Source: an optimization exercise on an open RTL-to-GDS flow (aim: small area). Production flows keep margins and buffers that such runs may drop. At most, simulation tests tie the RTL to the original design; equivalence was not proved. The RTL of runs 1 to 3 was laid out without a check of its function.

**flow/design.v**
```verilog
module Debounce(
	input i_in,
	input i_clk,
	input i_rst,
	output o_debounced,
	output o_neg,
	output o_pos
);
	parameter CNT_N = 7;
	localparam CNT_BIT = $clog2(CNT_N+1);
	logic o_debounced_r, o_debounced_w;
	logic [CNT_BIT-1:0] counter_r, counter_w;
	logic neg_r, neg_w, pos_r, pos_w;
	assign o_debounced = o_debounced_r;
	assign o_pos = pos_r;
	assign o_neg = neg_r;
	always_comb begin
		pos_w = ~o_debounced_r &  o_debounced_w;
		neg_w =  o_debounced_r & ~o_debounced_w;
		if (i_in != o_debounced_r) begin
			counter_w = counter_r - 1;
		end else begin
			counter_w = CNT_N;
		end
		if (counter_r == 0) begin
			o_debounced_w = ~o_debounced_r;
		end else begin
			o_debounced_w = o_debounced_r;
		end
	end
	always_ff @(posedge i_clk) begin
		if (i_rst) begin
			o_debounced_r <= 1'b1;
			counter_r <= CNT_N;
			neg_r <= 1'b0;
			pos_r <= 1'b0;
		end else begin
			o_debounced_r <= o_debounced_w;
			counter_r <= counter_w;
			neg_r <= neg_w;
			pos_r <= pos_w;
		end
	end
endmodule
module SevenHexDecoder(
	input [6:0] i_hex,
	output logic [6:0] o_seven_hun,
	output logic [6:0] o_seven_ten,
	output logic [6:0] o_seven_one
);
	function automatic [6:0] seg(input [3:0] d);
		case (d)
			0: seg = 7'b1000000; 1: seg = 7'b1111001; 2: seg = 7'b0100100; 3: seg = 7'b0110000;
			4: seg = 7'b0011001; 5: seg = 7'b0010010; 6: seg = 7'b0000010; 7: seg = 7'b1011000;
			8: seg = 7'b0000000; 9: seg = 7'b0010000; default: seg = 7'b1111111;
		endcase
	endfunction
	wire [3:0] q = i_hex / 10;
	wire [3:0] ones = i_hex % 10;
	wire hun = q >= 10;
	wire [3:0] tens = hun ? q - 4'd10 : q;
	assign o_seven_hun = hun ? 7'b1111001 : 7'b1111111;
	assign o_seven_ten = (q != 0) ? seg(tens) : 7'b1111111;
	assign o_seven_one = seg(ones);
endmodule
module Top(
	input i_clk,
	input i_rst,
	input i_start,
	input [17:0] i_sw,
	output logic [6:0] o_random_out
);
	parameter SHOW_NUM = 15;
	parameter DELAY0 = 34;
	parameter DELAY1 = 131;
	parameter DELAY2 = 242;
	parameter DELAY3 = 297;
	parameter DELAY4 = 372;
	localparam [31:0] MUL_T = 32'd48271;      
	localparam [31:0] MUL_R = 32'd22695433;   
	function automatic [8:0] delay_of(input [3:0] n);
		if (n < 5)       delay_of = DELAY0;
		else if (n < 9)  delay_of = DELAY1;
		else if (n < 12) delay_of = DELAY2;
		else if (n < 14) delay_of = DELAY3;
		else             delay_of = DELAY4;
	endfunction
	function automatic [31:0] cdelay_rot(input [3:0] n);
		logic [31:0] c;
		if (n < 5)       c = MUL_T * DELAY0;
		else if (n < 9)  c = MUL_T * DELAY1;
		else if (n < 12) c = MUL_T * DELAY2;
		else if (n < 14) c = MUL_T * DELAY3;
		else             c = MUL_T * DELAY4;
		cdelay_rot = {c[30:0], c[31]};
	endfunction
	logic sw;             
	logic idle;           
	logic [3:0] run_num;  
	logic [8:0] left;     
	logic [31:0] rdm;
	logic [31:0] tmul;    
	logic [31:0] prod;    
	wire done = (run_num == SHOW_NUM);
	wire draw = sw && !done && (idle || left == 0);
	wire [31:0] prod_g = prod & {32{!idle}};
	wire [31:0] sum;
	wire [32:0] sum_c;
	assign sum_c[0] = 1'b0;
	genvar i;
	generate
		for (i = 0; i < 32; i++) begin : sum_add
			FullAdd u(.a(tmul[i]), .b(prod_g[i]), .ci(sum_c[i]), .s(sum[i]), .co(sum_c[i+1]));
		end
	endgenerate
	wire [31:0] rdm_new = (&sum) ? 32'd0 : sum;
	wire [4:0] idx = left[4:0];
	wire [31:0] mul_r_rot = {MUL_R[30:0], MUL_R[31]};
	wire [31:0] cdel = cdelay_rot(run_num);
	wire prod_k = mul_r_rot[idx];
	wire prod_c = cdel[idx];
	wire [31:0] pp = rdm & {32{prod_k}};
	wire [31:0] prod_next;
	wire [31:0] prod_cy;
	assign prod_next[0] = prod_c ^ pp[0];
	assign prod_cy[0] = prod_c & pp[0];
	generate
		for (i = 1; i < 31; i++) begin : prod_add
			FullAdd u(.a(prod[i-1]), .b(pp[i]), .ci(prod_cy[i-1]), .s(prod_next[i]), .co(prod_cy[i]));
		end
	endgenerate
	assign prod_next[31] = prod[30] ^ pp[31] ^ prod_cy[30];
	logic [31:0] tmul_next;
	always_comb begin
		logic c;
		c = 1'b0;
		for (int k = 0; k < 32; k++) begin
			tmul_next[k] = tmul[k] ^ MUL_T[k] ^ c;
			c = (tmul[k] & MUL_T[k]) | (tmul[k] & c) | (MUL_T[k] & c);
		end
	end
	always_ff @(posedge i_clk) begin
		if (i_rst) begin
			sw <= 0;
			idle <= 1;
			run_num <= 0;
			rdm <= 0;
			tmul <= 0;
		end
		else begin
			tmul <= tmul_next;
			if (i_start)
				sw <= ~sw;
			if (sw)
				idle <= 0;
			if (!sw)
				run_num <= 0;
			else if (draw)
				run_num <= run_num + 1;
			if (draw)
				rdm <= rdm_new;
		end
	end
	always_ff @(posedge i_clk) begin
		if (!sw)
			left <= DELAY0;
		else if (draw)
			left <= delay_of(run_num + 1);
		else
			left <= left - 1;
		prod <= prod_next;
	end
	wire [6:0] rem_inc;    
	RemInc rem0(.i_rdm(rdm), .i_m(i_sw[6:0]), .o_rem_inc(rem_inc));
	always_comb begin
		if (!sw)
			o_random_out = 0;
		else if (done && i_sw[17])
			o_random_out = i_sw[16:10];
		else
			o_random_out = rem_inc;
	end
endmodule
module RemInc(input [31:0] i_rdm, input [6:0] i_m, output [6:0] o_rem_inc);
	wire [31:0] rdm = i_rdm;
	wire [6:0] m = i_m;
	wire [6:0] nm = ~m;
	genvar j, i;
	logic [6:0] r [0:7];
	assign r[0] = 7'd0;
	generate
		for (j = 0; j < 7; j++) begin : rs
			wire [7:0] t = {r[j], rdm[31-j]};
			wire [8:0] c;
			wire [7:0] d;
			assign c[0] = 1'b1;
			for (i = 0; i < 8; i++) begin : bit_
				wire mb = (i < 7) ? nm[i] : 1'b1;
				assign d[i] = t[i] ^ mb ^ c[i];
				assign c[i+1] = (t[i] & mb) | (t[i] & c[i]) | (mb & c[i]);
			end
			wire [6:0] keep = (7'd1 << (j + 1)) - 7'd1;
			assign r[j+1] = (c[8] ? d[6:0] : t[6:0]) & keep;
		end
	endgenerate
	logic [7:0] q [7:32];
	assign q[7] = {1'b0, r[7]};
	generate
		for (j = 7; j < 32; j++) begin : ns
			wire sub = ~q[j][7];
			wire [7:0] t = {q[j][6:0], rdm[31-j]};
			wire [8:0] c;
			assign c[0] = sub;
			for (i = 0; i < 8; i++) begin : bit_
				FullAdd u(.a(t[i]), .b(i < 7 ? m[i] ^ sub : sub), .ci(c[i]), .s(q[j+1][i]), .co(c[i+1]));
			end
		end
	endgenerate
	wire neg = q[32][7];
	wire [7:0] cc;
	assign cc[0] = 1'b1;
	generate
		for (i = 0; i < 7; i++) begin : fin
			wire a = m[i] & neg;
			assign o_rem_inc[i] = q[32][i] ^ a ^ cc[i];
			assign cc[i+1] = (q[32][i] & a) | (q[32][i] & cc[i]) | (a & cc[i]);
		end
	endgenerate
endmodule
module FullAdd(input a, input b, input ci, output s, output co);
	assign s = a ^ b ^ ci;
	assign co = (a & b) | (a & ci) | (b & ci);
endmodule
module Lab1(
	input CLOCK_50,
	input RST,
	input KEY0,
	input [17:0] SW,
	output [6:0] HEX0,
	output [6:0] HEX1,
	output [6:0] HEX2
);
	logic keydown;
	logic [6:0] random_value;
	Debounce deb0(
		.i_in(KEY0),
		.i_clk(CLOCK_50),
		.i_rst(RST),
		.o_neg(keydown)
	);
	Top top0(
		.i_clk(CLOCK_50),
		.i_rst(RST),
		.i_start(keydown),
		.i_sw(SW),
		.o_random_out(random_value)
	);
	SevenHexDecoder seven_dec0(
		.i_hex(random_value),
		.o_seven_hun(HEX2),
		.o_seven_ten(HEX1),
		.o_seven_one(HEX0)
	);
endmodule
```
**flow/run.sh**
```bash
#!/bin/bash
# synth_recipe.tcl (not shown) runs the flow's synth.tcl, then flattens the netlist and writes it again
# the make line also repeats each setting of config.mk as NAME=value (left out here)
make -C /OpenROAD-flow-scripts/flow DESIGN_CONFIG=/design/flow/config.mk WORK_HOME=/design/flow/orfs CLKGATE_MAP_FILE= SYNTH_SCRIPT=/design/flow/synth_recipe.tcl finish
```
**flow/config.mk**
```make
export PLATFORM = sky130hd
export DESIGN_NAME = Lab1
export DESIGN_NICKNAME = Lab1
export VERILOG_FILES = /design/flow/design.v
export SDC_FILE = /design/flow/constraint.sdc
export NUM_CORES = 4
export LEC_CHECK = 0
export CAP_MARGIN = 20
export CORE_MARGIN = 2
export CORE_UTILIZATION = 40
export SLEW_MARGIN = 20
export SYNTH_HIERARCHICAL = 1
export SYNTH_MINIMUM_KEEP_SIZE = 0
```
**flow/constraint.sdc**
```tcl
create_clock -name core_clock -period 160.0 [get_ports {CLOCK_50}]
set_input_delay 32.0000 -clock core_clock [delete_from_list [all_inputs] [get_ports {CLOCK_50}]]
set_output_delay 32.0000 -clock core_clock [all_outputs]
set_load 0.01 [all_outputs]
```
==> results by group, run 1 <==
Hold path
  • Hold Crit Class: register to register
  • Worst Hold Depth: 1

Outcome
  • Outcome: no timing/DRC/antenna violations

Timing
  • Clk_skew: 0.0154 ns
  • Final setup viols: 0
  • Rel. slew slack: 0.305
  • Worst-Margin Slew: around 1.0 ns
  • Final Hold Fails: 0
  • Max frequency: 6.33 MHz
  • Min Hold Slack: 0.411 ns
  • Final worst-path cycle share: 0.987
  • Final min period: 157.89 ns
  • Slew Viols, Final: 0
  • RSZ-0062 raised after global routing: true

Clock tree
  • H-tree depth: 4
  • CTS sink cnt: 116
  • Root Driver: clkbuf_16
  • CTS Buf Count: 17
  • Worst-path clk slew: about 0.05 ns
  • CTS tree: built
  • Clock latency (worst-skew pair): 0.41 ns
  • Clock Tree Buf Depth: 2

Routing
  • DR WL/cell: 14.9 µm
  • Via-to-Cell Ratio: roughly 4.9
  • DRC viols: 0
  • DRT Pass-1 Iters: 4
  • Final ANT Viol Nets: 0
  • Drt total wl: roughly 32 mm
  • Via count: 10,400
  • Initial drt markers: 284

Finish
  • Fin nets: a little under 2,000
  • Area delta synth->final: 22.8%
  • Layout cell share with drive strength beyond 1: 0.376
  • Ant diodes: 0

Floorplanning
  • Overall die area: 39,400 µm²
  • Ports: 42
  • Rows: 71
  • Die height: around 200 µm
  • Die X: 198 µm
  • Core footprint: 37,400 µm²
  • Starting Density: 0.404

Worst setup path
  • CP Capture Type: output port
  • Crit path top cell by count: fa_2
  • Crit path max-delay cell type: fa_2
  • Critical Setup Path Class: input port to output port
  • Reg2Reg Depth: 38
  • Critical path data arrival time: 125.89 ns
  • Crit start category: input port
  • Crit-path max cell delay: roughly 0.62 ns
  • Max FO, Critical Path: 4
  • CP required: 128.00 ns

GRT
  • Largest net degree at the start of global routing: 73
  • Global-route wire length before repair: between 50 and 60 mm
  • Antenna violations before repair: 0
  • Vias in the first global route: approximately 11,000
  • Grt ovf: 0
  • Tot GR Track Use: 0.171

Job
  • Max-Cap Viols: 0

Placed design
  • PortBufs: 33
  • Final estimated routing congestion in global placement: 0.795
  • HPWL Detailed: 24.1 mm

Yosys
  • Syn Inst Count: between 1,000 and 1,500
  • Synthesized area per cell: approximately 10 µm²
  • Yosys warning total: 12
  • Post-Syn Area: 15,100 µm²
[flip-flops by register name (all words and copies together) (netlist names)]
| register | flops |
|---|---|
| deb0.counter_r | 3 |
| top0.rdm | 32 |
| deb0.neg_r | 1 |
| top0.prod | 32 |
| top0.idle | 1 |
| deb0.o_debounced_r | 1 |
| top0.left | 9 |
| top0.sw | 1 |
| top0.run_num | 4 |
| top0.tmul | 32 |
[per-layer routing]
metal | GRT usage | vias to the layer above | routed length, µm
li1 | - | 4978 | -
met1 | 0.216 | 5230 | 13900
met2 | 0.320 | 112 | 17000
met3 | 0.0125 | 35 | 482
met4 | 0.0343 | 0 | 462
met5 | 0 | - | 0
[path summary, 6_finish.rpt]
check | start | endpoint | slack (ns)
max | SW[0] | HEX0[6] | 2.11
min | deb0.counter_r[0] | deb0.counter_r[0] | 0.41
max reg2reg | top0.prod[0] | top0.rdm[22] | 145.10
min reg2reg | deb0.counter_r[0] | deb0.counter_r[0] | 0.41
[per-stage QoR]
| step | setup WS, ns | utilization | setup TNS (ns) | instances | cell area [µm²] |
|---|---|---|---|---|---|
| after floorplan | 0.00320 | - | 0 | 1468 | 15800 |
| after global placement | -0.722 | 0.459 | -8.05 | 2070 | 17200 |
| after detailed placement | -1.78 | 0.459 | -25.09 | 2070 | 17200 |
| after CTS | 0.0264 | 0.482 | 0 | 2114 | 18000 |
| after global routing | -0.278 | 0.496 | -1.69 | 2134 | 18600 |
| final | 2.11 | 0.496 | 0 | 2134 | 18600 |
[cell usage in the layout, fill, tap and decap left out, drive strengths merged, types with 4 or more instances in the layout]
cell and instances:
fa 282, buf 205, xnor2 189, dfxtp 116
inv 93, nor2b 92, nand2 84, a21oi 82
ha 68, nor2 63, nand3 47, o21ai 42
clkbuf 31, nor3 18, mux2i 17, nand2b 16
clkdlybuf4s50 11, a211oi 10, nand4 9, o31ai 9
xor2 8, conb 8, and2 8, nand3b 7
o22ai 7, o211ai 6, clkinv 6, o21a 5
a21o 5, nor4 5, or2 5, or3 5
a21boi 5, bufinv 4, a31oi 4, and2b 4
[final cells by class]
cell class | count | area (µm²)
well taps | 511 | 639
clock buffers | 20 | 447
flip-flops and latches | 116 | 2320
clock inverters | 12 | 179
inverters | 94 | 364
repair buffers | 228 | 1710
multi-input cells | 1153 | 12900
fillers | 3388 | 18800
[critical path: cells and delay by family]
family	cells	cell delay (ns)
XOR/XNOR	25	2.23
buffers and inverters	8	0.72
multiplexers	2	0.28
AND/OR/NAND/NOR	19	3.35
adder cells (fa/ha/maj)	230	85.39
AO/OA/AOI/OAI	13	1.76
[what timing repair did]
action	4_1_cts	5_1_grt
hold buffers	0	0
setup endpoints to repair	16	16
gates resized for setup	73	141
hold endpoints to repair	0	0
pin swaps	50	67
setup buffers	12	20
==> inputs of run 2 (changes only) <==
--- a/flow/design.v
+++ b/flow/design.v
@@ -211,8 +211,11 @@
 			wire [7:0] t = {q[j][6:0], rdm[31-j]};
 			wire [8:0] c;
-			assign c[0] = sub;
-			for (i = 0; i < 8; i++) begin : bit_
-				FullAdd u(.a(t[i]), .b(i < 7 ? m[i] ^ sub : sub), .ci(c[i]), .s(q[j+1][i]), .co(c[i+1]));
+			assign q[j+1][0] = t[0] ^ m[0];
+			assign c[1] = sub ? (t[0] | nm[0]) : (t[0] & m[0]);
+			for (i = 1; i < 7; i++) begin : bit_
+				FullAdd u(.a(t[i]), .b(m[i] ^ sub), .ci(c[i]), .s(q[j+1][i]), .co(c[i+1]));
 			end
+			wire t7s = t[7] ^ sub;
+			assign q[j+1][7] = t7s ^ c[7];
 		end
 	endgenerate
==> results by group, run 2 <==
Clock tree
  • Worst-path clk slew: 0.06 ns (about the same)
  • Clock Tree Buf Depth: 2 (unchanged)
  • Cts hold-fix bufs: 0 (unchanged)
  • CTS Buf Count: 17 (unchanged)
  • Root Driver: clkbuf_16
  • Clock latency (worst-skew pair): 0.42 ns (about the same)
  • CTS tree: built
  • CTS sink cnt: 116 (unchanged)
  • H-tree depth: 4 (unchanged)

Placed design
  • PortBufs: 33 (unchanged)
  • Final estimated routing congestion in global placement: 0.861 (+8.2%)
  • Setup slack at placement: -1.35 ns (+0.431 ns)
  • HPWL Detailed: 26.7 mm (+11%)

Yosys
  • Syn Inst Count: 1,515 (+3.6%)
  • Post-Syn Area: 15,400 µm² (+1.8%)
  • Synthesized area per cell: 10.2 µm² (-1.7%)
  • Yosys warning total: 12 (unchanged)

Routing
  • Top Metal Used: met4
  • Met3 Wirelength: 850 µm (+76%)
  • Initial drt markers: 409 (+44%)
  • Drt total wl: 35.6 mm (+11%)
  • DR WL/cell: 16.7 µm (+12%)
  • Wire length on met2: 18.2 mm (+7.1%)
  • DRT Pass-1 Iters: 5 (+1)
  • Final ANT Viol Nets: 0 (unchanged)
  • Via count: 10,800 (+4.1%)
  • DRC viols: 0 (unchanged)
  • Via-to-Cell Ratio: 5.08 (+4.7%)
  • WL met1: 16.0 mm (+15%)

Floorplanning
  • Overall die area: 40,000 µm² (+1.8%)
  • Ports: 42 (unchanged)
  • Die height: 200 µm (+0.87%)
  • Rows: 71 (unchanged)
  • Die X: 200 µm (+0.87%)
  • Starting Density: 0.407 (+0.00335)
  • Core footprint: 37,800 µm² (+0.95%)

Timing
  • Final Hold Fails: 0 (unchanged)
  • Final min period: 157.25 ns (-0.632 ns)
  • Sum Neg Setup Slack: 0 ns (unchanged)
  • Final setup viols: 0 (unchanged)
  • Slew Viols, Final: 0 (unchanged)
  • Final worst-path cycle share: 0.983 (-0.00395)
  • Worst-Margin Slew: 1.04 ns (-0.00104 ns)
  • Max frequency: 6.36 MHz (+0.40%)
  • Clk_skew: 0.0165 ns (+0.00106 ns)
  • Rel. slew slack: 0.305 (about the same)
  • Setup ws final: 2.75 ns (+0.632 ns)

Worst setup path
  • Worst Path Buf+Inv: 16 (+8)
  • Worst Setup SP: SW[3]
  • CP required: 128.00 ns (about the same)
  • Crit path top cell by count: fa_2
  • R2R Setup Slk: 144.56 ns (-0.54 ns)
  • Crit path to: HEX0[5]
  • Critical path data arrival time: 125.25 ns (-0.64 ns)
  • Crit path depth: 336 (+13%)
  • Crit start category: input port
  • FF-to-FF Start: top0.idle
  • CP Capture Type: output port
  • RR Endpoint: top0.rdm[27]
  • Crit path max-delay cell type: or4_4
  • Reg2Reg Depth: 39 (+2.6%)
  • Max FO, Critical Path: 6 (+2)
  • CP top delay family: adder cells
  • Crit-path max cell delay: 0.59 ns (-0.03 ns)
  • Critical Setup Path Class: input port to output port

Finish
  • Fin nets: 1,921 (-3.0%)
  • Commonest non-fill, non-tap cell in the layout: fa_2
  • Area delta synth->final: 21.2%
  • Most frequent cells in the layout: fa_2 (144), xnor2_1 (136), dfxtp_1 (116)
  • Biggest regs: top0.prod x32, top0.rdm x32, top0.tmul x32
  • Ant diodes: 0 (unchanged)
  • Layout cell share with drive strength beyond 1: 0.284 (-0.0923)

GRT
  • Global-route wire length before repair: 58.5 mm (+7.3%)
  • Grt ovf: 0 (unchanged)
  • Largest net degree at the start of global routing: 76 (+4.1%)
  • Vias in the first global route: 11,200 (-1.3%)
  • Antenna violations before repair: 0 (unchanged)
  • Tot GR Track Use: 0.181 (+0.0103)

Job
  • Max-Cap Viols: 0 (unchanged)

Hold path
  • Beginning of the worst hold path: deb0.counter_r[0]
  • Hold Crit Class: register to register

Outcome
  • Outcome: no timing/DRC/antenna violations
[run 2: changes by cell type in the layout (fill, tap and decap cells not counted), moves of 29 or more]
cell,previous run,this run
xnor2_1,165,136
xor2_1,8,78
fa_2,217,144
nand3_1,46,12
nand3b_1,6,37
buf_4,190,113
[run 2: how the worst min path moves through the flow]
stage,end,slack [ns],cells past startpoint
global route,deb0.counter_r[0],0.43,1
global placement,deb0.counter_r[0],0.40,1
CTS,deb0.counter_r[0],0.42,1
floorplan,deb0.counter_r[0],0.38,1
detailed placement,deb0.counter_r[0],0.40,1
finish,deb0.counter_r[0],0.41,1
[run 2: final cells by class]
| class | count | area, µm² |
|---|---|---|
| multi-input cells | 1236 | 13500 |
| clock buffers | 18 | 439 |
| clock inverters | 14 | 175 |
| flip-flops and latches | 116 | 2320 |
| fillers | 3419 | 19100 |
| inverters | 80 | 300 |
| repair buffers | 148 | 1220 |
| well taps | 511 | 639 |
[run 2: metrics by stage]
step                      utilization  cell area [µm²]  hold slack [ns]  std cells
after global placement          0.457            17300            0.396       2055
after floorplan                     -            16200            0.383       1519
after CTS                       0.481            18100            0.416       2103
final                           0.494            18600            0.412       2123
after detailed placement        0.458            17300            0.399       2055
after global routing            0.494            18600            0.426       2123
[run 2: timing repair]
action	4_1_cts	5_1_grt
resized for setup	24	97
gates cloned	0	0
pin swaps	26	70
endpoints found under the setup margin	16	16
buffers inserted	16	20
[run 2: worst register-to-register path, delay by kind of cell, from the launching register on]
kind	cells	cell delay, ns
adders and majority gates	32	12.72
and+or+nand+nor	5	1.82
buffers and inverters	1	0.35
DFF	1	0.30
AOI/OAI and AO/OA	1	0.08
[run 2: metal layers]
metal,global-route usage,vias to the layer above
met5,0,-
met4,0.0325,0
met3,0.0189,30
met2,0.324,149
met1,0.239,5444
li1,-,5158
==> inputs of run 3 (changes only) <==
--- a/flow/design.v
+++ b/flow/design.v
@@ -204,21 +204,14 @@
 		end
 	endgenerate
-	logic [7:0] q [7:32];
-	assign q[7] = {1'b0, r[7]};
+	logic [6:0] q [7:32];
+	logic sub [7:32];
+	assign q[7] = r[7];
+	assign sub[7] = 1'b1;
 	generate
 		for (j = 7; j < 32; j++) begin : ns
-			wire sub = ~q[j][7];
-			wire [7:0] t = {q[j][6:0], rdm[31-j]};
-			wire [8:0] c;
-			assign q[j+1][0] = t[0] ^ m[0];
-			assign c[1] = sub ? (t[0] | nm[0]) : (t[0] & m[0]);
-			for (i = 1; i < 7; i++) begin : bit_
-				FullAdd u(.a(t[i]), .b(m[i] ^ sub), .ci(c[i]), .s(q[j+1][i]), .co(c[i+1]));
-			end
-			wire t7s = t[7] ^ sub;
-			assign q[j+1][7] = t7s ^ c[7];
-		end
-	endgenerate
-	wire neg = q[32][7];
+			NrStage st(.i_r(q[j]), .i_sub(sub[j]), .i_b(rdm[31-j]), .i_m(m), .o_r(q[j+1]), .o_sub(sub[j+1]));
+		end
+	endgenerate
+	wire neg = ~sub[32];
 	wire [7:0] cc;
 	assign cc[0] = 1'b1;
@@ -230,4 +223,17 @@
 		end
 	endgenerate
+endmodule
+module NrStage(input [6:0] i_r, input i_sub, input i_b, input [6:0] i_m, output [6:0] o_r, output o_sub);
+	wire [7:0] t = {i_r, i_b};
+	wire [7:0] c;
+	assign o_r[0] = i_b ^ i_m[0];
+	assign c[1] = i_sub ? (i_b | ~i_m[0]) : (i_b & i_m[0]);
+	genvar i;
+	generate
+		for (i = 1; i < 7; i++) begin : bit_
+			FullAdd u(.a(t[i]), .b(i_m[i] ^ i_sub), .ci(c[i]), .s(o_r[i]), .co(c[i+1]));
+		end
+	endgenerate
+	assign o_sub = ~(t[7] ^ i_sub ^ c[7]);
 endmodule
 module FullAdd(input a, input b, input ci, output s, output co);
==> results by group, run 3 <==
Worst setup path
  • CP required: 128.00 ns (about the same)
  • Critical Setup Path Class: input port to output port
  • RR Endpoint: top0.prod[31]
  • Reg2Reg Depth: 38 (-2.6%)
  • Crit start category: input port
  • Max FO, Critical Path: 21 (+15)
  • FF-to-FF Start: top0.left[0]
  • Crit path top cell by count: fa_1
  • Crit path max-delay cell type: clkdlybuf4s50_1
  • CP Capture Type: output port
  • R2R Setup Slk: 145.14 ns (+0.58 ns)
  • Crit-path max cell delay: 0.58 ns (about the same)
  • Critical path data arrival time: 124.65 ns (-0.60 ns)

Clock tree
  • Clock latency (worst-skew pair): 0.40 ns (-0.02 ns)
  • Clock Tree Buf Depth: 2 (unchanged)
  • CTS tree: built
  • Cts hold-fix bufs: 0 (unchanged)
  • CTS sink cnt: 116 (unchanged)
  • H-tree depth: 4 (unchanged)
  • Root Driver: clkbuf_16
  • Worst-path clk slew: 0.05 ns (about the same)
  • CTS Buf Count: 17 (unchanged)

Finish
  • Fin nets: 1,752 (-8.8%)
  • Most frequent cells in the layout: fa_1 (231), xor2_1 (186), dfxtp_1 (116)
  • Area delta synth->final: 10.2%
  • # fillers: 3,444 (+0.73%)
  • Biggest regs: top0.prod x32, top0.rdm x32, top0.tmul x32
  • Layout cell share with drive strength beyond 1: 0.153 (-0.131)
  • Ant diodes: 0 (unchanged)
  • Commonest non-fill, non-tap cell in the layout: fa_1
  • Core Util, Final: 0.447 (-0.0464)

Timing
  • Clk_skew: 0.0113 ns (-0.00520 ns)
  • Final Hold Fails: 0 (unchanged)
  • Final worst-path cycle share: 0.979 (-0.00381)
  • Final min period: 156.65 ns (-0.609 ns)
  • Max frequency: 6.38 MHz (+0.39%)
  • Worst-Margin Slew: 1.02 ns (-0.0210 ns)
  • Final setup viols: 0 (unchanged)
  • Slew Viols, Final: 0 (unchanged)
  • Rel. slew slack: 0.319 (+0.0140)

Routing
  • Drt total wl: 28.4 mm (-20%)
  • DRT Pass-1 Iters: 5 (unchanged)
  • Via-to-Cell Ratio: 5.04 (-0.70%)
  • DR WL/cell: 14.9 µm (-11%)
  • Final ANT Viol Nets: 0 (unchanged)
  • Via count: 9,642 (-11%)
  • Initial drt markers: 296 (-28%)
  • DRC viols: 0 (unchanged)

Hold path
  • Hold Crit Endpoint: deb0.counter_r[0]
  • Beginning of the worst hold path: deb0.counter_r[0]
  • Hold Crit Class: register to register
  • Worst Hold Depth: 1 (unchanged)

GRT
  • Global-route wire length before repair: 49.1 mm (-16%)
  • Largest net degree at the start of global routing: 73 (-3.9%)
  • Grt ovf: 0 (unchanged)
  • Antenna violations before repair: 0 (unchanged)
  • Tot GR Track Use: 0.154 (-0.0269)
  • Vias in the first global route: 9,744 (-13%)

Floorplanning
  • Ports: 42 (unchanged)
  • Core footprint: 36,500 µm² (-3.3%)
  • Die height: 197 µm (-1.8%)
  • Die X: 197 µm (-1.8%)
  • Overall die area: 38,600 µm² (-3.6%)
  • Rows: 70 (-1.4%)
  • Starting Density: 0.406 (-0.00150)

Yosys
  • Syn Inst Count: 1,386 (-8.5%)
  • Synthesized area per cell: 10.7 µm² (+5.4%)
  • Yosys warning total: 16 (+4)
  • Post-Syn Area: 14,800 µm² (-3.6%)

Placed design
  • Final estimated routing congestion in global placement: 0.808 (-6.1%)
  • HPWL Detailed: 21.0 mm (-21%)
  • PortBufs: 33 (unchanged)

Outcome
  • Outcome: no timing/DRC/antenna violations

Job
  • Max-Cap Viols: 0 (unchanged)
run 3: worst max-delay path by stage:
stage | cells after the start | startpoint | to | slack (ns)
floorplan | 298 | SW[6] | HEX0[5] | 7.78
global placement | 273 | SW[6] | HEX0[5] | 0.86
detailed placement | 273 | SW[6] | HEX0[5] | -0.001
CTS | 273 | SW[6] | HEX0[5] | 0.007
global route | 274 | SW[6] | HEX0[5] | -0.06
finish | 270 | SW[6] | HEX0[5] | 3.35
run 3: timing repair:
item | CTS | global route
buffers inserted | 0 | 58
endpoints found under the setup margin | 4 | 16
pin swaps | 0 | 0
hold endpoints to repair | 0 | 0
gates resized for setup | 1 | 39
run 3: layout make-up:
type	count	area (µm²)	area share
Multi-Input combinational cell	1129	11700	0.716
Inverter	61	233	0.0142
Timing Repair Buffer	106	842	0.0515
Clock inverter	13	204	0.0125
Clock buffer	19	453	0.0277
Tap cell	468	586	0.0358
Sequential cell	116	2320	0.142
run 3: stage by stage:
stage	hold slack, ns	worst slack (ns)	instances	setup TNS, ns	instance area, µm²
2_1_floorplan	0.383	7.78	1390	0	14800
5_1_grt	0.445	-0.0610	1912	-0.0610	16300
4_1_cts	0.418	0.00732	1854	0	15800
3_3_place_gp	0.394	0.861	1822	0	15200
3_5_place_dp	0.403	-0.00115	1822	-0.00115	15200
6_report	0.419	3.35	1912	0	16300
run 3: routing by layer:
| metal | track usage | part of all wire | up-vias |
|---|---|---|---|
| met1 | 0.218 | 0.48 | 4831 |
| met4 | 0.0286 | 0.0085 | 0 |
| met2 | 0.260 | 0.49 | 147 |
| met3 | 0.0166 | 0.026 | 16 |
| li1 | - | - | 4648 |
| met5 | 0 | 0 | - |
run 3: worst max-delay path, delay by kind of cell:
kind,cells,cell delay [ns]
xor gates and xnor gates,28,8.75
muxes,26,7.93
adders and majority gates,178,68.34
buffers and inverters,8,1.20
AOI/OAI and AO/OA,12,2.26
and+or+nand+nor,18,4.08
==> inputs of run 4 (changes only) <==
--- a/flow/design.v
+++ b/flow/design.v
@@ -56,10 +56,22 @@
 		endcase
 	endfunction
-	wire [3:0] q = i_hex / 10;
-	wire [3:0] ones = i_hex % 10;
-	wire hun = q >= 10;
-	wire [3:0] tens = hun ? q - 4'd10 : q;
+	function automatic [3:0] add3(input [3:0] d);
+		case (d)
+			5: add3 = 8; 6: add3 = 9; 7: add3 = 10; 8: add3 = 11; 9: add3 = 12;
+			default: add3 = d;
+		endcase
+	endfunction
+	wire [3:0] a1 = add3({1'b0, i_hex[6:4]});
+	wire [3:0] a2 = add3({a1[2:0], i_hex[3]});
+	wire [3:0] a3 = add3({a2[2:0], i_hex[2]});
+	wire [3:0] a4 = add3({a3[2:0], i_hex[1]});
+	wire [3:0] ones = {a4[2:0], i_hex[0]};
+	wire [3:0] b1 = add3({1'b0, a1[3], a2[3], a3[3]});
+	wire [4:0] tens_h = {b1, a4[3]};    
+	wire hun = tens_h[4];
+	wire [3:0] tens = tens_h[3:0];
+	wire blank_ten = ~hun & (tens == 0);
 	assign o_seven_hun = hun ? 7'b1111001 : 7'b1111111;
-	assign o_seven_ten = (q != 0) ? seg(tens) : 7'b1111111;
+	assign o_seven_ten = blank_ten ? 7'b1111111 : seg(tens);
 	assign o_seven_one = seg(ones);
 endmodule
--- a/flow/config.mk
+++ b/flow/config.mk
@@ -9,4 +9,5 @@
 export CORE_MARGIN = 2
 export CORE_UTILIZATION = 40
+export CTS_BUF_LIST = sky130_fd_sc_hd__clkbuf_4
 export SLEW_MARGIN = 20
 export SYNTH_HIERARCHICAL = 1
==> results by group, run 4 <==
Outcome
  • Outcome: no timing/DRC/antenna violations

Finish
  • Commonest non-fill, non-tap cell in the layout: fa_1
  • Area of the multi-input gates: 11,500 µm² (-1.9%)
  • Ant diodes: 0 (unchanged)
  • Reg area: 2320 µm² (unchanged)
  • Final instance area: 15,600 µm² (-4.6%)
  • Most frequent cells in the layout: fa_1 (232), xor2_1 (184), dfxtp_1 (116)
  • Biggest regs: top0.prod x32, top0.rdm x32, top0.tmul x32
  • Layout cell share with drive strength beyond 1: 0.132 (-0.0211)
  • # fillers: 3,526 (+2.4%)
  • Core Util, Final: 0.436 (-0.0112)
  • Fin nets: 1,708 (-2.5%)
  • Area delta synth->final: 7.08%

GRT
  • Largest net degree at the start of global routing: 73 (unchanged)
  • Antenna violations before repair: 1 (+1)
  • Tot GR Track Use: 0.154 (about the same)
  • Grt ovf: 0 (unchanged)
  • Vias in the first global route: 9,718 (-0.27%)
  • Global-route wire length before repair: 48.6 mm (-0.94%)

Floorplanning
  • Core footprint: 35,700 µm² (-2.1%)
  • Overall die area: 37,900 µm² (-1.8%)
  • Rows: 69 (-1.4%)
  • Ports: 42 (unchanged)
  • Die X: 195 µm (-0.90%)
  • Starting Density: 0.407 (+0.00127)
  • Die height: 195 µm (-0.90%)

Routing
  • Via-to-Cell Ratio: 5.04 (about the same)
  • DR WL/cell: 14.9 µm (+0.22%)
  • Final ANT Viol Nets: 0 (unchanged)
  • DRC viols: 0 (unchanged)
  • Drt total wl: 27.7 mm (-2.4%)
  • Initial drt markers: 401 (+35%)
  • DRT Pass-1 Iters: 4 (-1)
  • Via count: 9,390 (-2.6%)

Timing
  • Slew Viols, Final: 0 (unchanged)
  • Rel. slew slack: 0.352 (+0.0335)
  • Clk_skew: 0.0166 ns (+0.00536 ns)
  • Max frequency: 6.38 MHz (about the same)
  • Final setup viols: 0 (unchanged)
  • Worst-Margin Slew: 0.971 ns (-0.0492 ns)
  • Final Hold Fails: 0 (unchanged)
  • Final worst-path cycle share: 0.979 (about the same)
  • Final min period: 156.68 ns (+0.0366 ns)
  • Sum Neg Setup Slack: 0 ns (unchanged)

Worst setup path
  • CP Capture Type: output port
  • Critical Setup Path Class: input port to output port
  • Crit-path max cell delay: 0.50 ns (-0.08 ns)
  • Critical path data arrival time: 124.68 ns (+0.03 ns)
  • CP required: 128.00 ns (about the same)
  • Crit path max-delay cell type: or3_1
  • Crit path top cell by count: fa_1
  • Max FO, Critical Path: 11 (-48%)
  • FF-to-FF Start: top0.idle
  • R2R Setup Slk: 144.81 ns (-0.33 ns)
  • Worst Setup SP: SW[6]
  • Crit start category: input port

Clock tree
  • Clock Tree Buf Depth: 2 (unchanged)
  • Clock latency (worst-skew pair): 0.51 ns (+0.11 ns)
  • H-tree depth: 4 (unchanged)
  • Worst-path clk slew: 0.11 ns (+0.06 ns)
  • CTS tree: built
  • CTS Buf Count: 17 (unchanged)
  • Root Driver: clkbuf_4
  • CTS sink cnt: 116 (unchanged)

Placed design
  • Post-DP Area: 14,900 µm² (-1.6%)
  • PortBufs: 33 (unchanged)
  • HPWL Detailed: 20.9 mm (-0.59%)
  • Final estimated routing congestion in global placement: 0.835 (+3.3%)

Job
  • Max-Cap Viols: 0 (unchanged)

Yosys
  • Synthesized area per cell: 10.6 µm² (-0.61%)
  • Post-Syn Area: 14,600 µm² (-1.8%)
  • Yosys warning total: 16 (unchanged)
  • Syn Inst Count: 1,369 (-1.2%)

Hold path
  • Beginning of the worst hold path: deb0.counter_r[0]
  • Hold Crit Class: register to register
[run 4: critical path, delay by kind of cell]
family	cells	cell delay, ns
compound gates	12	2.00
xor+xnor	27	8.81
fa+ha+maj	177	68.38
buf+inv	6	0.88
mux	26	8.03
simple gates	25	4.50
[run 4: path summary, 6_finish.rpt]
path / to / cells after the start
worst min-delay path: deb0.counter_r[0] / 1
worst min register to register: deb0.counter_r[0] / 1
worst max-delay path: HEX1[4] / 273
worst max register to register: top0.rdm[21] / 39
[run 4: metrics by stage]
| stage | cells | hold WS, ns | setup slack (ns) |
|---|---|---|---|
| after floorplan | 1373 | 0.383 | 8.00 |
| final | 1863 | 0.425 | 3.32 |
| after global routing | 1863 | 0.461 | -0.0689 |
| after CTS | 1825 | 0.426 | 0.452 |
| after detailed placement | 1793 | 0.396 | 0.606 |
| after global placement | 1793 | 0.397 | 1.35 |
[run 4: metal layers]
metal | track usage | vias up | wire length (µm)
met3 | 0.0215 | 15 | 864
met4 | 0.0209 | 0 | 229
met5 | 0 | - | 0
met2 | 0.260 | 158 | 13200
li1 | - | 4521 | -
met1 | 0.217 | 4696 | 13400
[run 4: repair_timing]
action / in CTS / in global routing
buffers inserted: 0 / 38
setup endpoints to repair: 0 / 16
resized for setup: 0 / 39
hold buffers: 0 / 0
[run 4: cell type report]
type	count	share of cell area
flip-flops and latches	116	0.149
clock inverters	11	0.00867
well taps	461	0.0370
clock buffers	21	0.0101
inverters	61	0.0148
repair buffers	86	0.0442
multi-input cells	1107	0.736
==> inputs of run 5 (changes only) <==
--- a/flow/config.mk
+++ b/flow/config.mk
@@ -8,5 +8,5 @@
 export CAP_MARGIN = 20
 export CORE_MARGIN = 2
-export CORE_UTILIZATION = 40
+export CORE_UTILIZATION = 70
 export CTS_BUF_LIST = sky130_fd_sc_hd__clkbuf_4
 export SLEW_MARGIN = 20
==> results by group, run 5 <==
Outcome
  • Outcome: no timing/DRC/antenna violations

GRT
  • Tot GR Track Use: 0.274 (+0.120)
  • Met1 usage in global routing: 0.380 (+0.163)
  • Vias in the first global route: 9,986 (+2.8%)
  • Largest net degree at the start of global routing: 73 (unchanged)
  • Grt ovf: 0 (unchanged)
  • Antenna violations before repair: 0 (-1)
  • Grt met3 use: 0.0252 (+0.00364)
  • Global-route wire length before repair: 48.9 mm (+0.47%)
  • GRT Max-Usage Layer: met2
  • Met2 usage: 0.476 (+0.216)

Hold path
  • Worst Hold Depth: 1 (unchanged)
  • Beginning of the worst hold path: deb0.counter_r[0]
  • Hold Crit Endpoint: deb0.counter_r[0]
  • Hold Crit Class: register to register

Routing
  • DRC viols: 0 (unchanged)
  • DRT Pass-1 Iters: 5 (+1)
  • Via-to-Cell Ratio: 5.73 (+14%)
  • DR WL/cell: 16.8 µm (+13%)
  • Drt total wl: 28.0 mm (+1.0%)
  • Via count: 9,578 (+2.0%)
  • Final ANT Viol Nets: 0 (unchanged)
  • Initial drt markers: 430 (+7.2%)

Worst setup path
  • Worst Path Buf+Inv: 7 (+1)
  • Reg2Reg Depth: 40 (+2.6%)
  • Crit path top cell by count: fa_1
  • R2R Setup Slk: 144.92 ns (+0.11 ns)
  • RR Endpoint: top0.rdm[21]
  • CP required: 128.00 ns (about the same)
  • Crit start category: input port
  • Critical path data arrival time: 124.83 ns (+0.15 ns)
  • FF-to-FF Start: top0.idle
  • Critical Setup Path Class: input port to output port
  • CP Capture Type: output port
  • CP top delay family: adder cells
  • Max FO, Critical Path: 24 (+13)
  • Crit path max-delay cell type: clkdlybuf4s50_1
  • Crit-path max cell delay: 0.54 ns (+0.04 ns)

Floorplanning
  • Die height: 148 µm (-24%)
  • Die X: 148 µm (-24%)
  • Rows: 52 (-25%)
  • Ports: 42 (unchanged)
  • Starting Density: 0.717 (+0.310)
  • Overall die area: 22,000 µm² (-42%)
  • Core footprint: 20,300 µm² (-43%)

Placed design
  • Post-DP Area: 14,700 µm² (-1.5%)
  • PortBufs: 33 (unchanged)
  • HPWL Detailed: 20.6 mm (-1.6%)
  • Placed Cells: 1,604 (-11%)
  • Final estimated routing congestion in global placement: 0.858 (+2.7%)
  • Setup slack at placement: 0.560 ns (-0.0461 ns)

Job
  • Max-Cap Viols: 0 (unchanged)

Finish
  • Ant diodes: 0 (unchanged)
  • Most frequent cells in the layout: fa_1 (231), xor2_1 (184), dfxtp_1 (116)
  • Biggest regs: top0.prod x32, top0.rdm x32, top0.tmul x32
  • Commonest non-fill, non-tap cell in the layout: fa_1
  • Area delta synth->final: 5.76%
  • Reg area: 2320 µm² (unchanged)
  • Layout cell share with drive strength beyond 1: 0.132 (unchanged)
  • Post-Layout Cell Count: 1,672 (-10%)
  • Area of the multi-input gates: 11,500 µm² (-0.11%)
  • Final instance area: 15,400 µm² (-1.2%)
  • # fillers: 1,465 (-58%)
  • Fin nets: 1,709 (+0.059%)

Clock tree
  • H-tree depth: 4 (unchanged)
  • CTS Buf Count: 17 (unchanged)
  • Root Driver: clkbuf_4
  • Clock Tree Buf Depth: 2 (unchanged)
  • Worst-path clk slew: 0.09 ns (-0.02 ns)
  • Clock latency (worst-skew pair): 0.50 ns (about the same)
  • CTS sink cnt: 116 (unchanged)
  • Cts hold-fix bufs: 0 (unchanged)
  • CTS tree: built

Yosys
  • Syn Inst Count: 1,369 (unchanged)
  • Post-Syn Area: 14,600 µm² (unchanged)
  • Yosys warning total: 16 (unchanged)
  • Synthesized area per cell: 10.6 µm² (unchanged)

Timing
  • Final Hold Fails: 0 (unchanged)
  • Setup ws final: 3.17 ns (-0.147 ns)
  • Final worst-path cycle share: 0.980 (about the same)
  • Clk_skew: 0.0186 ns (+0.00195 ns)
  • Final min period: 156.83 ns (+0.147 ns)
  • Rel. slew slack: 0.378 (+0.0256)
  • Final setup viols: 0 (unchanged)
  • Slew Viols, Final: 0 (unchanged)
  • Max frequency: 6.38 MHz (about the same)
  • Worst-Margin Slew: 0.933 ns (-0.0384 ns)
## run 5: area by class of cell
type | instances | share of cell area
Sequential cell | 116 | 0.151
Tap cell | 270 | 0.0219
Timing Repair Buffer | 87 | 0.0462
Multi-Input combinational cell | 1107 | 0.745
Inverter | 61 | 0.0150
Clock buffer | 19 | 0.00927
Clock inverter | 12 | 0.0121
## run 5: how the worst max path moves through the flow
| stage | start | end | depth (start not counted) |
|---|---|---|---|
| 2_1_floorplan | SW[5] | HEX1[4] | 297 |
| 3_3_place_gp | SW[6] | HEX1[4] | 272 |
| 3_5_place_dp | SW[6] | HEX1[4] | 272 |
| 4_1_cts | SW[6] | HEX1[4] | 272 |
| 5_1_grt | SW[6] | HEX1[4] | 273 |
| 6_report | SW[6] | HEX1[4] | 272 |
## run 5: per-stage QoR
stage          TNS, ns  utilization  hold slack (ns)
6_report             0        0.758            0.438
4_1_cts              0        0.740            0.439
3_3_place_gp         0        0.724            0.396
5_1_grt         -0.374        0.758            0.449
2_1_floorplan        0            -            0.383
3_5_place_dp         0        0.724            0.414
## run 5: repair_timing
action,4_1_cts,5_1_grt
buffers inserted,0,36
hold endpoints to repair,0,0
endpoints found under the setup margin,0,16
gates resized for setup,0,39
## run 5: layer usage
metal,vias up,part of all wire
li1,4528,-
met1,4789,0.44
met2,226,0.51
met3,35,0.034
met4,0,0.018
met5,-,0
==> inputs of run 6 (changes only) <==
--- a/flow/config.mk
+++ b/flow/config.mk
@@ -8,6 +8,7 @@
 export CAP_MARGIN = 20
 export CORE_MARGIN = 2
-export CORE_UTILIZATION = 70
-export CTS_BUF_LIST = sky130_fd_sc_hd__clkbuf_4
+export CORE_UTILIZATION = 40
+export CTS_BUF_LIST = sky130_fd_sc_hd__clkbuf_2 sky130_fd_sc_hd__clkbuf_4
+export CTS_CLUSTER_SIZE = 30
 export SLEW_MARGIN = 20
 export SYNTH_HIERARCHICAL = 1
==> results by group, run 6 <==
Timing
  • Final Hold Fails: 0 (unchanged)
  • Setup ws final: 3.32 ns (+0.147 ns)
  • Slew Viols, Final: 0 (unchanged)
  • Final worst-path cycle share: 0.979 (about the same)
  • Final min period: 156.68 ns (-0.147 ns)
  • Final setup viols: 0 (unchanged)
  • Min Hold Slack: 0.425 ns (-0.0135 ns)
  • Worst-Margin Slew: 0.971 ns (+0.0384 ns)
  • Rel. slew slack: 0.352 (-0.0256)
  • Clk_skew: 0.0166 ns (-0.00195 ns)
  • Max frequency: 6.38 MHz (about the same)

Hold path
  • Hold Crit Class: register to register
  • Beginning of the worst hold path: deb0.counter_r[0]
  • Worst Hold Depth: 1 (unchanged)
  • Hold Crit Endpoint: deb0.counter_r[0]

Worst setup path
  • Crit path max-delay cell type: or3_1
  • Crit start category: input port
  • Max FO, Critical Path: 11 (-54%)
  • Crit-path max cell delay: 0.50 ns (-0.04 ns)
  • CP required: 128.00 ns (about the same)
  • R2R Setup Slk: 144.81 ns (-0.11 ns)
  • Crit path top cell by count: fa_1
  • Critical path data arrival time: 124.68 ns (-0.15 ns)
  • FF-to-FF Start: top0.idle
  • Reg2Reg Depth: 39 (-2.5%)
  • CP Capture Type: output port
  • Critical Setup Path Class: input port to output port
  • RR Endpoint: top0.rdm[21]

Floorplanning
  • Ports: 42 (unchanged)
  • Starting Density: 0.407 (-0.310)
  • Die height: 195 µm (+31%)
  • Core footprint: 35,700 µm² (+76%)
  • Overall die area: 37,900 µm² (+73%)
  • Die X: 195 µm (+31%)
  • Rows: 69 (+33%)

Routing
  • DRT Pass-1 Iters: 4 (-1)
  • Final ANT Viol Nets: 0 (unchanged)
  • Via-to-Cell Ratio: 5.04 (-12%)
  • DRC viols: 0 (unchanged)
  • Initial drt markers: 401 (-6.7%)
  • Drt total wl: 27.7 mm (-1.0%)
  • DR WL/cell: 14.9 µm (-11%)
  • Via count: 9,390 (-2.0%)

Clock tree
  • Cts hold-fix bufs: 0 (unchanged)
  • CTS sink cnt: 116 (unchanged)
  • Clock Tree Buf Depth: 2 (unchanged)
  • Clock latency (worst-skew pair): 0.51 ns (about the same)
  • H-tree depth: 4 (unchanged)
  • CTS tree: built
  • CTS Buf Count: 17 (unchanged)
  • Root Driver: clkbuf_4
  • Worst-path clk slew: 0.11 ns (+0.02 ns)

Job
  • Max-Cap Viols: 0 (unchanged)

Finish
  • Commonest non-fill, non-tap cell in the layout: fa_1
  • Core Util, Final: 0.436 (-0.322)
  • Area delta synth->final: 7.08%
  • Ant diodes: 0 (unchanged)
  • Fin nets: 1,708 (-0.059%)
  • Post-Layout Cell Count: 1,863 (+11%)
  • Most frequent cells in the layout: fa_1 (232), xor2_1 (184), dfxtp_1 (116)
  • Layout cell share with drive strength beyond 1: 0.132 (unchanged)
  • Biggest regs: top0.prod x32, top0.rdm x32, top0.tmul x32

GRT
  • Global-route wire length before repair: 48.6 mm (-0.47%)
  • Antenna violations before repair: 1 (+1)
  • Grt ovf: 0 (unchanged)
  • Tot GR Track Use: 0.154 (-0.120)
  • Vias in the first global route: 9,718 (-2.7%)
  • Largest net degree at the start of global routing: 73 (unchanged)

Placed design
  • HPWL Detailed: 20.9 mm (+1.6%)
  • Placed Cells: 1,793 (+12%)
  • Final estimated routing congestion in global placement: 0.835 (-2.7%)
  • Setup slack at placement: 0.606 ns (+0.0461 ns)
  • PortBufs: 33 (unchanged)

Yosys
  • Syn Inst Count: 1,369 (unchanged)
  • Synthesized area per cell: 10.6 µm² (unchanged)
  • Post-Syn Area: 14,600 µm² (unchanged)
  • Yosys warning total: 16 (unchanged)

Outcome
  • Outcome: no timing/DRC/antenna violations
-- run 6: changes by cell type in the layout (fill, tap and decap cells not counted), moves of 2 or more --
cell       change
clkinv_2       -3
buf_8          -2
bufinv_16      -2
clkbuf_4       +2
clkinv_1       +2
-- run 6: metal layers --
| layer | track usage | vias up | wire length, µm |
|---|---|---|---|
| li1 | - | 4521 | - |
| met1 | 0.217 | 4696 | 13400 |
| met2 | 0.260 | 158 | 13200 |
| met3 | 0.0215 | 15 | 864 |
| met4 | 0.0209 | 0 | 229 |
| met5 | 0 | - | 0 |
-- run 6: worst max-delay path, delay by kind of cell --
| kind | cells | cell delay (ns) |
|---|---|---|
| muxes | 26 | 8.03 |
| AOI/OAI and AO/OA | 12 | 2.00 |
| and+or+nand+nor | 25 | 4.50 |
| xor gates and xnor gates | 27 | 8.81 |
| buffers and inverters | 6 | 0.88 |
| adders and majority gates | 177 | 68.38 |
-- run 6: worst max-delay path by stage --
stage	start	end	slack (ns)	cells past startpoint
floorplan	SW[5]	HEX1[4]	8.00	297
global placement	SW[6]	HEX1[4]	1.35	270
detailed placement	SW[6]	HEX1[4]	0.61	270
CTS	SW[6]	HEX1[4]	0.45	270
global route	SW[6]	HEX1[4]	-0.07	273
finish	SW[6]	HEX1[4]	3.32	273
-- run 6: per-stage QoR --
step	setup TNS [ns]	area, µm²
2_1_floorplan	0	14600
3_3_place_gp	0	14900
3_5_place_dp	0	14900
4_1_cts	0	15200
5_1_grt	-0.0719	15600
6_report	0	15600
-- run 6: layout make-up --
type,count,area (µm²)
fillers,3526,20200
clock inverters,11,135
clock buffers,21,158
well taps,461,577
repair buffers,86,688
multi-input cells,1107,11500
inverters,61,230
flip-flops and latches,116,2320
-- run 6: repair_timing --
action | in CTS | in global routing
buffers inserted | 0 | 38
resized for setup | 0 | 39
setup endpoints to repair | 0 | 16
==> inputs of run 7 (changes only) <==
--- a/flow/config.mk
+++ b/flow/config.mk
@@ -9,6 +9,4 @@
 export CORE_MARGIN = 2
 export CORE_UTILIZATION = 40
-export CTS_BUF_LIST = sky130_fd_sc_hd__clkbuf_2 sky130_fd_sc_hd__clkbuf_4
-export CTS_CLUSTER_SIZE = 30
 export SLEW_MARGIN = 20
 export SYNTH_HIERARCHICAL = 1
==> results by group, run 7 <==
Worst setup path
  • Crit path top cell by count: fa_1
  • Critical Setup Path Class: input port to output port
  • CP Capture Type: output port
  • Crit path max-delay cell type: clkdlybuf4s50_1
  • Reg2Reg Depth: 39 (unchanged)
  • Crit start category: input port
  • Critical path data arrival time: 124.68 ns (about the same)
  • FF-to-FF Start: top0.idle
  • Worst Setup SP: SW[6]
  • Crit path to: HEX1[4]
  • CP required: 128.00 ns (about the same)
  • Max FO, Critical Path: 11 (unchanged)
  • RR Endpoint: top0.rdm[14]
  • Crit-path max cell delay: 0.55 ns (+0.05 ns)
  • R2R Setup Slk: 144.76 ns (-0.05 ns)

Timing
  • Max frequency: 6.38 MHz (about the same)
  • Final min period: 156.68 ns (-0.00120 ns)
  • Worst-Margin Slew: 0.980 ns (+0.00869 ns)
  • Setup ws final: 3.32 ns (+0.00120 ns)
  • Clk_skew: 0.00994 ns (-0.00668 ns)
  • Slew Viols, Final: 0 (unchanged)
  • Final worst-path cycle share: 0.979 (about the same)
  • Final Hold Fails: 0 (unchanged)
  • Final setup viols: 0 (unchanged)
  • Rel. slew slack: 0.347 (-0.00579)

GRT
  • Global-route wire length before repair: 49.2 mm (+1.1%)
  • Grt ovf: 0 (unchanged)
  • Largest net degree at the start of global routing: 73 (unchanged)
  • Antenna violations before repair: 1 (unchanged)
  • Vias in the first global route: 9,771 (+0.55%)
  • Tot GR Track Use: 0.157 (+0.00244)

Clock tree
  • Cts hold-fix bufs: 0 (unchanged)
  • Clock latency (worst-skew pair): 0.42 ns (-0.09 ns)
  • H-tree depth: 4 (unchanged)
  • Clock Tree Buf Depth: 2 (unchanged)
  • CTS tree: built
  • CTS sink cnt: 116 (unchanged)
  • Worst-path clk slew: 0.06 ns (-0.05 ns)
  • CTS Buf Count: 17 (unchanged)
  • Root Driver: clkbuf_16

Placed design
  • PortBufs: 33 (unchanged)
  • Final estimated routing congestion in global placement: 0.835 (unchanged)
  • Setup slack at placement: 0.606 ns (unchanged)
  • HPWL Detailed: 20.9 mm (unchanged)
  • Post-DP Area: 14,900 µm² (unchanged)

Finish
  • Biggest regs: top0.prod x32, top0.rdm x32, top0.tmul x32
  • Layout cell share with drive strength beyond 1: 0.131 (-0.000713)
  • Area delta synth->final: 9.23%
  • Fin nets: 1,708 (unchanged)
  • Final instance area: 15,900 µm² (+2.0%)
  • Commonest non-fill, non-tap cell in the layout: fa_1
  • Most frequent cells in the layout: fa_1 (232), xor2_1 (184), dfxtp_1 (116)
  • Ant diodes: 0 (unchanged)

Yosys
  • Synthesized area per cell: 10.6 µm² (unchanged)
  • Post-Syn Area: 14,600 µm² (unchanged)
  • Syn Inst Count: 1,369 (unchanged)
  • Yosys warning total: 16 (unchanged)

Outcome
  • Outcome: no timing/DRC/antenna violations

Floorplanning
  • Rows: 69 (unchanged)
  • Die height: 195 µm (unchanged)
  • Die X: 195 µm (unchanged)
  • Starting Density: 0.407 (unchanged)
  • Core footprint: 35,700 µm² (unchanged)
  • Ports: 42 (unchanged)
  • Overall die area: 37,900 µm² (unchanged)

Routing
  • Final ANT Viol Nets: 0 (unchanged)
  • Initial drt markers: 369 (-8.0%)
  • DRT Pass-1 Iters: 5 (+1)
  • Drt total wl: 28.1 mm (+1.3%)
  • DR WL/cell: 15.1 µm (+1.3%)
  • DRC viols: 0 (unchanged)
  • Via-to-Cell Ratio: 5.07 (+0.63%)
  • Via count: 9,449 (+0.63%)

Job
  • Max-Cap Viols: 0 (unchanged)

Hold path
  • Hold Crit Class: register to register
  • Worst Hold Depth: 1 (unchanged)
==> run 7: layer usage <==
metal  share of wire  GRT usage  up-vias
li1                -          -     4527
met1            0.48      0.219     4731
met2            0.48      0.264      166
met3           0.033     0.0186       25
met4           0.011     0.0300        0
met5               0          0        -
==> run 7: area by class of cell <==
class	count	area [µm²]
clock buffers	24	482
repair buffers	86	688
well taps	461	577
multi-input cells	1107	11500
fillers	3479	19800
inverters	61	230
flip-flops and latches	116	2320
clock inverters	8	124
==> run 7: per-stage QoR <==
step / setup TNS, ns / instances / hold WS, ns / utilization
6_report: 0 / 1863 / 0.413 / 0.445
5_1_grt: -0.0720 / 1863 / 0.446 / 0.445
4_1_cts: 0 / 1825 / 0.413 / 0.434
3_5_place_dp: 0 / 1793 / 0.396 / 0.417
3_3_place_gp: 0 / 1793 / 0.397 / 0.417
2_1_floorplan: 0 / 1373 / 0.383 / -
==> run 7: critical path: cells and delay by family <==
kind	cells	cell delay, ns
compound gates	13	2.13
xor+xnor	25	8.49
simple gates	23	4.34
fa+ha+maj	177	68.46
buf+inv	7	1.19
mux	26	8.07
==> run 7: how the worst min path moves through the flow <==
stage / startpoint / endpoint / slack [ns]
final: deb0.counter_r[0] / deb0.counter_r[0] / 0.41
after global placement: deb0.counter_r[0] / deb0.counter_r[0] / 0.40
after detailed placement: deb0.counter_r[0] / deb0.counter_r[0] / 0.40
after global routing: deb0.counter_r[0] / deb0.counter_r[0] / 0.45
after CTS: deb0.counter_r[0] / deb0.counter_r[0] / 0.41
after floorplan: deb0.counter_r[0] / deb0.counter_r[0] / 0.38
==> run 7: timing repair <==
action                     CTS  global route
setup endpoints to repair    0            16
resized for setup            0            39
setup buffers                0            38
==> inputs of run 8 (changes only) <==
==> flow/flow/run.sh (new file) <==
#!/bin/bash
# Standard layout with two changes:
# 1. port buffers are buf_1 instead of the default buffer cell;
# 2. clock tree from clkbuf_4/clkbuf_8 buffers, without dummy loads.
set -euo pipefail
W=$PWD
R=$W/orfs/results/$FLOW_PLATFORM/Lab1/base
LIB=$FLOW_HOME/platforms/$FLOW_PLATFORM/lib/sky130_fd_sc_hd__tt_025C_1v80.lib
YOSYS=$FLOW_HOME/../tools/install/yosys/bin/yosys

bash standard.sh \
  "BUFFER_PORTS_ARGS=-buffer_cell sky130_fd_sc_hd__buf_1" \
  "CTS_ARGS=-sink_clustering_enable -repair_clock_nets -dont_use_dummy_load -buf_list {sky130_fd_sc_hd__clkbuf_4 sky130_fd_sc_hd__clkbuf_8}" \
  finish > $W/flow_layout.log 2>&1
==> flow/standard.sh (new file) <==
#!/bin/bash
# synth_recipe.tcl (not shown) runs the flow's synth.tcl, then flattens the netlist and writes it again
# the make line also repeats each setting of config.mk as NAME=value (left out here)
make -C /OpenROAD-flow-scripts/flow DESIGN_CONFIG=/design/flow/config.mk WORK_HOME=/design/flow/orfs CLKGATE_MAP_FILE= SYNTH_SCRIPT=/design/flow/synth_recipe.tcl "${@:-finish}"
removed: flow/run.sh
==> results by group, run 8 <==
Outcome
  • Outcome: no timing/DRC/antenna violations

Placed design
  • PortBufs: 33 (unchanged)
  • HPWL Detailed: 21.0 mm (+0.71%)
  • Final estimated routing congestion in global placement: 0.829 (-0.79%)

Hold path
  • Hold Crit Endpoint: deb0.counter_r[0]
  • Worst Hold Depth: 1 (unchanged)
  • Hold Crit Class: register to register
  • Beginning of the worst hold path: deb0.counter_r[0]

Finish
  • Area delta synth->final: 5.38%
  • # fillers: 3,489 (+0.29%)
  • Area of the multi-input gates: 11,500 µm² (-0.22%)
  • Most frequent cells in the layout: fa_1 (231), xor2_1 (184), dfxtp_1 (116)
  • Biggest regs: top0.prod x32, top0.rdm x32, top0.tmul x32
  • Commonest non-fill, non-tap cell in the layout: fa_1
  • Fin nets: 1,706 (-0.12%)
  • Reg area: 2320 µm² (unchanged)
  • Core Util, Final: 0.429 (-0.0157)
  • Ant diodes: 0 (unchanged)
  • Layout cell share with drive strength beyond 1: 0.122 (-0.00922)

Clock tree
  • Cts hold-fix bufs: 0 (unchanged)
  • CTS tree: built
  • H-tree depth: 4 (unchanged)
  • CTS Buf Count: 17 (unchanged)
  • Worst-path clk slew: 0.06 ns (about the same)
  • CTS sink cnt: 116 (unchanged)
  • Root Driver: clkbuf_8
  • Clock Tree Buf Depth: 2 (unchanged)
  • Clock latency (worst-skew pair): 0.43 ns (about the same)

Worst setup path
  • FF-to-FF Start: top0.idle
  • CP Capture Type: output port
  • CP top delay family: adder cells
  • RR Endpoint: top0.rdm[21]
  • Crit start category: input port
  • CP required: 128.00 ns (about the same)
  • R2R Setup Slk: 144.80 ns (+0.04 ns)
  • Crit path max-delay cell type: or3_1
  • Max FO, Critical Path: 31 (+20)
  • Reg2Reg Depth: 39 (unchanged)
  • Critical Setup Path Class: input port to output port
  • Critical path data arrival time: 124.59 ns (-0.09 ns)
  • Worst Path Buf+Inv: 7 (unchanged)
  • Crit-path max cell delay: 0.49 ns (-0.06 ns)
  • Crit path top cell by count: fa_1

Routing
  • Initial drt markers: 393 (+6.5%)
  • Final ANT Viol Nets: 0 (unchanged)
  • Drt total wl: 27.8 mm (-0.95%)
  • DRC viols: 0 (unchanged)
  • DRT Pass-1 Iters: 4 (-1)
  • DR WL/cell: 15.1 µm (about the same)
  • Via count: 9,295 (-1.6%)
  • Via-to-Cell Ratio: 5.04 (-0.72%)

Timing
  • Final setup viols: 0 (unchanged)
  • Sum Neg Setup Slack: 0 ns (unchanged)
  • Slew Viols, Final: 0 (unchanged)
  • Final min period: 156.59 ns (-0.0884 ns)
  • Worst-Margin Slew: 1.02 ns (+0.0400 ns)
  • Max frequency: 6.39 MHz (about the same)
  • Final worst-path cycle share: 0.979 (about the same)
  • Clk_skew: 0.0235 ns (+0.0136 ns)
  • Rel. slew slack: 0.320 (-0.0267)
  • Final Hold Fails: 0 (unchanged)

Floorplanning
  • Ports: 42 (unchanged)
  • Starting Density: 0.407 (unchanged)
  • Die X: 195 µm (unchanged)
  • Die height: 195 µm (unchanged)
  • Core footprint: 35,700 µm² (unchanged)
  • Rows: 69 (unchanged)
  • Overall die area: 37,900 µm² (unchanged)

Yosys
  • Post-Syn Area: 14,600 µm² (unchanged)
  • Syn Inst Count: 1,369 (unchanged)
  • Yosys warning total: 16 (unchanged)
  • Synthesized area per cell: 10.6 µm² (unchanged)

GRT
  • Largest net degree at the start of global routing: 73 (unchanged)
  • Antenna violations before repair: 1 (unchanged)
  • Grt ovf: 0 (unchanged)
  • Tot GR Track Use: 0.155 (-0.00199)
  • Global-route wire length before repair: 48.7 mm (-1.0%)
  • Vias in the first global route: 9,621 (-1.5%)

Job
  • Max-Cap Viols: 0 (unchanged)
-- run 8: changes by cell type in the layout (fill, tap and decap cells not counted), sizes merged --
cell	delta
clkinvlp	-2
clkinv	-3
buf	+15
bufinv	-3
clkdlybuf4s50	-25
clkbuf	+1
-- run 8: repair_timing --
action	4_1_cts	5_1_grt
endpoints found under the setup margin	0	16
buffers inserted	0	35
gates resized for setup	0	37
-- run 8: layout make-up --
class / instances / area share
Multi-Input combinational cell: 1107 / 0.747
Timing Repair Buffer: 84 / 0.0342
Tap cell: 461 / 0.0376
Inverter: 61 / 0.0150
Sequential cell: 116 / 0.151
Clock buffer: 17 / 0.0153
-- run 8: metrics by stage --
step	cell area, µm²	setup slack, ns	hold WS (ns)	cells
4_1_cts	15000	0.751	0.420	1811
6_report	15300	3.41	0.415	1846
3_3_place_gp	14800	1.67	0.394	1794
5_1_grt	15300	-0.0832	0.432	1846
2_1_floorplan	14600	8.00	0.383	1373
3_5_place_dp	14800	0.858	0.406	1794
-- run 8: worst max-delay path by stage --
stage,cells past startpoint,from,slack (ns),end
floorplan,297,SW[5],8.00,HEX1[4]
global placement,272,SW[6],1.67,HEX1[4]
detailed placement,272,SW[6],0.86,HEX1[4]
CTS,272,SW[6],0.75,HEX1[4]
global route,273,SW[6],-0.08,HEX1[4]
finish,274,SW[6],3.41,HEX1[4]
-- run 8: routing by layer --
metal	GRT usage	wire length, µm	vias up
li1	-	-	4491
met1	0.216	13300	4641
met2	0.263	13700	142
met3	0.0179	642	21
met4	0.0263	248	0
met5	0	0	-

-- port drivers added, routing unchanged --
In the flow no input, the clock included, has a driving cell. The finished layouts below were timed again as built, in two steps. Step 1 assumes that a clkbuf_16 drives the clock port and a buf_2 every other input. Step 2 moves the port delays by t, midway between the first and last clock arrival at a register: inputs arrive t later, outputs are due t later. That takes back most of the time a late clock gives input paths. a / b / c = ideal / step 1 / step 2; a / b = the first two.
run | t, ns | setup WS [ns] | worst setup path at the end
run 1 | 0.444 | 2.113 / 2.095 / 2.095 | input to output
run 2 | 0.455 | 2.746 / 2.724 / 2.724 | input to output
run 3 | 0.442 | 3.355 / 3.336 / 3.336 | input to output
run 4 | 0.538 | 3.318 / 3.293 / 3.293 | input to output
run 5 | 0.523 | 3.171 / 3.147 / 3.147 | input to output
run 6 | 0.538 | 3.318 / 3.293 / 3.293 | input to output
run 7 | 0.453 | 3.319 / 3.294 / 3.294 | input to output
run 8 | 0.454 | 3.408 / 3.386 / 3.386 | input to output
After both steps every run listed still meets setup and hold.
